From an optimization exercise on the open Yosys and OpenROAD flow, aimed at small area, a short achievable clock period and few clock cycles; shortcuts taken in it are not production practice. In this exercise RTL edits were held to simulation tests only and were not proved equivalent to the original. The clock input has no modelled driver; a real chip could not lean on it and would need a root buffer or a full tree. Power is estimated from default activity; no workload was simulated.

Setup of north:
## LZ77_Encoder
module LZ77_Encoder(clk,reset,chardata,valid,encode,finish,offset,match_len,char_nxt);
Size: roughly 280 cells after synthesis, roughly 100 flip-flops, about 28 I/O pins, ~3300 um^2 of cells after synthesis.
Settings: LEC_CHECK=0, CAP_MARGIN=20, CORE_MARGIN=2, CORE_UTILIZATION=50, PLACE_DENSITY=0.6, SLEW_MARGIN=20; clock period 10.0 ns.
standard.sh (not shown) runs the stock make flow with config.mk's settings and CLKGATE_MAP_FILE= SYNTH_SCRIPT=/design/flow/synth_recipe.tcl, a recipe that flattens the netlist after the stock synthesis.
==> flow/flow/run.sh <==
#!/bin/bash
# Standard ORFS layout (the standard.sh, standard synthesis), except:
#  - port buffers are sky130_fd_sc_hd__buf_2 and may be resized across footprints;
#  - a tighter setup repair target (SETUP_SLACK_MARGIN in knobs.txt);
#  - a hand-built one-level clock tree (flow/manual_cts.tcl) in place of TritonCTS;
#  - after CTS, cells with slack to spare are downsized (flow/post_cts.tcl).
# The whole make output goes to standard_flow.log; ORFS keeps each step's log
# under orfs/logs/.
set -euo pipefail
KNOBS=$(cat flow/knobs.txt)
eval bash standard.sh $KNOBS PRE_CTS_TCL=$PWD/flow/manual_cts.tcl POST_CTS_TCL=$PWD/flow/post_cts.tcl finish > standard_flow.log 2>&1
==> flow/flow/knobs.txt <==
BUFFER_PORTS_ARGS='-buffer_cell sky130_fd_sc_hd__buf_2' MATCH_CELL_FOOTPRINT=0 SETUP_SLACK_MARGIN=7.35 MCTS_NBUF=4 MCTS_BUF=sky130_fd_sc_hd__buf_12
==> flow/flow/post_cts.tcl <==
# POST_CTS hook: downsize cells whose paths have slack to spare, then legalise
# the placement again. The port buffers are left as they are, since the paths
# through them set the clock period.
estimate_parasitics -placement
set port_cells {}
foreach bt [[ord::get_db_block] getBTerms] {
  set net [$bt getNet]
  if {$net eq "NULL" || $net eq ""} { continue }
  foreach it [$net getITerms] {
    lappend port_cells [[$it getInst] getName]
  }
}
set port_cells [lsort -unique $port_cells]
puts "post_cts: keeping [llength $port_cells] port cells"
foreach c $port_cells { set_dont_touch [get_cells $c] }
repair_timing -recover_power 100 -setup_margin $::env(SETUP_SLACK_MARGIN) -verbose
foreach c $port_cells { unset_dont_touch [get_cells $c] }
detailed_placement
Other scripts of this flow, unchanged in this note and not shown: flow/flow/manual_cts.tcl
north completed end to end with timing, DRC and antenna clean.
Testbench counts of north, summed over its fixed seeds: cycles 49,224.
> inputs changed (north -> south)
diff --git a/flow/flow/post_cts.tcl b/flow/flow/post_cts.tcl
--- a/flow/flow/post_cts.tcl
+++ b/flow/flow/post_cts.tcl
@@ -2,2 +2,2 @@
-# the placement again. The port buffers are left as they are, since the paths
-# through them set the clock period.
+# the placement again. The input port buffers are left as they are: they
+# drive the comparisons made as a character arrives.
@@ -6,0 +7 @@
+  if {[$bt getIoType] ne "INPUT" || [$bt getSigType] eq "CLOCK"} { continue }
@@ -14 +15 @@
-puts "post_cts: keeping [llength $port_cells] port cells"
+puts "post_cts: keeping [llength $port_cells] cells on input ports"
Findings:
Per the comparison of south with north, post-layout utilization of the core went down by 0.28 points; sequential share of layout area moved up; area taken by flip-flops and latches roughly the same. Higher design area among north and south: north. From north to south the numbers moved as follows: global-route usage ~0 delta; cell-internal power ~0 delta; register-to-register slack ~0 delta.
> inputs changed (south -> east)
==> flow/flow/run.sh <==
#!/bin/bash
# Standard ORFS layout (the standard.sh, with the standard synthesis), except:
#  - port buffers are sky130_fd_sc_hd__buf_2, and timing repair may resize
#    cells across footprints;
#  - a tighter setup repair target (SETUP_SLACK_MARGIN in flow/knobs.txt);
#  - a hand-built one-level clock tree (flow/manual_cts.tcl) in place of
#    TritonCTS: the clock port drives 4 buffers, each driving a quarter of
#    the registers.
# The whole make output goes to standard_flow.log; ORFS keeps each step's
# own log under orfs/logs/.
set -euo pipefail
KNOBS=$(cat flow/knobs.txt)
eval bash standard.sh $KNOBS PRE_CTS_TCL=$PWD/flow/manual_cts.tcl finish > standard_flow.log 2>&1
==> flow/flow/knobs.txt <==
BUFFER_PORTS_ARGS='-buffer_cell sky130_fd_sc_hd__buf_1' MATCH_CELL_FOOTPRINT=0 SETUP_SLACK_MARGIN=7.3 MCTS_NBUF=4 MCTS_BUF=sky130_fd_sc_hd__buf_12
removed: flow/flow/post_cts.tcl
==> comparison <==
- Looking at relative slew slack across east and south, the one that comes out lower is south.
- Diff south -> east: peak supply drop now smaller; instance count along the most critical hold path comparable; post-route cell area now smaller; minimum clock period after layout now larger; total power now smaller.
- | maximum achievable frequency | east vs south | 0.58% lower |
- [compare] base=south new=east: share of power burned in the clock network saw little to no change; number of buffer cells added on primary ports neither gained nor lost much.
- | global-route met1 utilization | east vs south | ≈ equal |
- Looking at final standard cell utilization of the core, east sits 0.85 points lower than south does.
In every run of this note, the design's own scripts or RTL, not TritonCTS, make the clock network.

---

The RTL this note starts from:
==> flow/design.v <==
module LZ77_Encoder(clk,reset,chardata,valid,encode,finish,offset,match_len,char_nxt);
input               clk;
input               reset;
input       [7:0]   chardata;
output  reg         valid;
output              encode;
output  reg         finish;
output  reg [3:0]   offset;
output  reg [2:0]   match_len;
output      [7:0]   char_nxt;
reg  [7:0] hist [0:9];
reg  [8:0] dead;
reg  [2:0] k;
integer j;
assign encode   = 1'b1;
assign char_nxt = hist[1];
reg  [9:0] hv;
wire [8:0] eq;
genvar g;
generate
    for (g = 1; g <= 9; g = g + 1) begin : cmp
        assign eq[g-1] = hv[g] & (hist[0] == hist[g]);
    end
endgenerate
wire [8:0] nm   = ~dead & eq;
wire       emit = (nm == 9'd0) | (k == 3'd7);
wire       live = hv[0];
wire       last = live & (hist[0] == 8'h24);
reg  [3:0] best;
always @(*) begin
    best = 4'd0;
    for (j = 0; j < 9; j = j + 1)
        if (!dead[j]) best = j;
end
wire [2:0] k_inc = {k[2] ^ (k[1] & k[0]), k[1] ^ k[0], ~k[0]};
always @(posedge clk) begin
    hist[0] <= chardata;
    for (j = 1; j <= 9; j = j + 1)
        hist[j] <= hist[j-1];
    match_len <= k;
    offset    <= (k == 3'd0) ? 4'd0 : best;
    valid     <= ~reset & live & emit & ~finish;
    finish    <= ~reset & (finish | last);
end
reg  [9:0] hs;
always @(*) begin
    for (j = 0; j < 10; j = j + 1)
        hv[j] = (j % 2) ? ~hs[j] : hs[j];
end
always @(posedge clk) begin
    hs[0] <= ~reset;
    for (j = 1; j < 10; j = j + 1)
        if (j % 2) hs[j] <= ~(~reset & hs[j-1]);
        else       hs[j] <= ~(reset | hs[j-1]);
end
always @(posedge clk) begin
    if (emit) begin
        dead <= 9'd0;
        k    <= 3'd0;
    end else begin
        dead <= ~nm;
        k    <= k_inc;
    end
end
endmodule
Settings: LEC_CHECK=0, CAP_MARGIN=20, CORE_MARGIN=2, CORE_UTILIZATION=50, GPL_TIMING_DRIVEN=0, PLACE_DENSITY=0.6, SLEW_MARGIN=20; clock period 10.0 ns.
==> flow/flow/run.sh <==
#!/bin/bash
# Standard ORFS layout, except: small fast port buffers, a tighter setup repair
# target, and a hand-built one-level clock tree (flow/manual_cts.tcl) in place of TritonCTS.
set -euo pipefail
KNOBS=$(cat flow/knobs.txt)
eval bash standard.sh $KNOBS PRE_CTS_TCL=$PWD/flow/manual_cts.tcl finish > standard_flow.log 2>&1
Other scripts of this flow, unchanged in this note and not shown: flow/flow/knobs.txt, flow/flow/manual_cts.tcl
Testbench counts at the start, summed over its fixed seeds: cycles 49,224.
==> next run, changes <==
--- a/flow/config.mk
+++ b/flow/config.mk
@@ -10,4 +10,3 @@
 export CORE_UTILIZATION = 50
-export GPL_TIMING_DRIVEN = 0
-export PLACE_DENSITY = 0.6
+export PLACE_DENSITY = 0.8
 export SLEW_MARGIN = 20
What happened: The changed run completed with no timing, DRC or antenna violations; sequential power rose by about 2%; via count came out higher by 0.85%; maximum frequency barely changes; final cell count shrinks by 2.3%.
==> next run, changes <==
--- a/flow/config.mk
+++ b/flow/config.mk
@@ -10,3 +10,3 @@
 export CORE_UTILIZATION = 50
-export PLACE_DENSITY = 0.8
+export PLACE_DENSITY = 0.6
 export SLEW_MARGIN = 20
Outcome: Combinational power is about the same. Synthesized cell count is unchanged. Global-route usage barely changes. Setup slack is better by 0.0031 ns. Wire length rises by 1.9%. Sequential power stays flat. Critical path depth is unchanged. Final area hardly moves.
In every run of this note, the design's own scripts or RTL, not TritonCTS, make the clock network.

---

LZ77_Encoder, a different RTL version from the one above (not shown whole).
For scale: roughly 280 cells after synthesis, about 110 flip-flops, about 28 I/O pins.
==> flow/config.mk <==
export PLATFORM = sky130hd
export DESIGN_NAME = LZ77_Encoder
export DESIGN_NICKNAME = LZ77_Encoder
export VERILOG_FILES = /design/flow/design.v
export SDC_FILE = /design/flow/constraint.sdc
export NUM_CORES = 8
export LEC_CHECK = 0
export CAP_MARGIN = 20
export CORE_MARGIN = 2
export CORE_UTILIZATION = 50
export PLACE_DENSITY = 0.6
export SLEW_MARGIN = 20
==> flow/constraint.sdc <==
create_clock -name core_clock -period 10.0 [get_ports {clk}]
set_input_delay 2.0000 -clock core_clock [delete_from_list [all_inputs] [get_ports {clk}]]
set_output_delay 2.0000 -clock core_clock [all_outputs]
set_load 0.01 [all_outputs]
==> flow/flow/knobs.txt <==
BUFFER_PORTS_ARGS='-buffer_cell sky130_fd_sc_hd__buf_2' MATCH_CELL_FOOTPRINT=0 SETUP_SLACK_MARGIN=7.6 MCTS_NBUF=4 MCTS_BUF=sky130_fd_sc_hd__buf_12
Scripts as last shown in full above: flow/flow/run.sh
Other scripts of this flow, unchanged in this note and not shown: flow/flow/manual_cts.tcl, flow/flow/size_out.tcl
Testbench counts at the start, summed over its fixed seeds: cycles 49,224.
Edit:
--- a/flow/flow/run.sh
+++ b/flow/flow/run.sh
@@ -5,2 +5,2 @@
 KNOBS=$(cat flow/knobs.txt)
-eval bash standard.sh $KNOBS PRE_CTS_TCL=$PWD/flow/manual_cts.tcl finish > standard_flow.log 2>&1
+eval bash standard.sh $KNOBS PRE_CTS_TCL=$PWD/flow/manual_cts.tcl POST_CTS_TCL=$PWD/flow/size_out.tcl finish > standard_flow.log 2>&1
==> flow/flow/knobs.txt (replaced) <==
BUFFER_PORTS_ARGS='-buffer_cell sky130_fd_sc_hd__buf_2' MATCH_CELL_FOOTPRINT=0 SETUP_SLACK_MARGIN=7.3 MCTS_NBUF=4 MCTS_BUF=sky130_fd_sc_hd__buf_12 MOUT_CELL=sky130_fd_sc_hd__dfxtp_4
Result: Now the flow did not get past clock tree synthesis (4_1_cts); synthesized area is unchanged; synthesized cell count does not change.
The clock cells of the first run of this note come from the design's own scripts or RTL, not from TritonCTS.

separate check: timing with driven ports:
How much do the figures lean on ideal ports? The routed layouts below were timed once more, with nothing changed but the port constraints. Step 1 (the two cells are an assumption about what drives the block):
set clk [get_ports {clk}]
set_driving_cell -lib_cell sky130_fd_sc_hd__clkbuf_16 $clk
set_driving_cell -lib_cell sky130_fd_sc_hd__buf_2 [delete_from_list [all_inputs] $clk]
Step 2, shift: input delay + t, output delay - t, t = (earliest + latest rising clock arrival at the registers) / 2. This alone moves slack from input paths to output paths. Three values: no drivers, after step 1, after step 2; two values: the first two.
run	t (ns)	setup WS [ns]	worst setup path at the end
north	0.210	7.391 / 7.311 / 7.319	input to register
south	0.211	7.366 / 7.286 / 7.309	input to register
east	0.209	7.351 / 7.268 / 7.304	input to register
the first run of note 2	0.214	7.334 / 7.252 / 7.390	input to register
the second run of note 2	0.210	7.339 / 7.260 / 7.342	input to register
the third run of note 2	0.219	7.342 / 7.258 / 7.360	input to register
the first run of note 3	0.216	7.398 / 7.315 / 7.531	register to output
After both steps setup and hold are still met in every run listed. The setup slack of north, which loses most, moves by -0.080 ns with the drivers and by -0.072 ns with both steps.
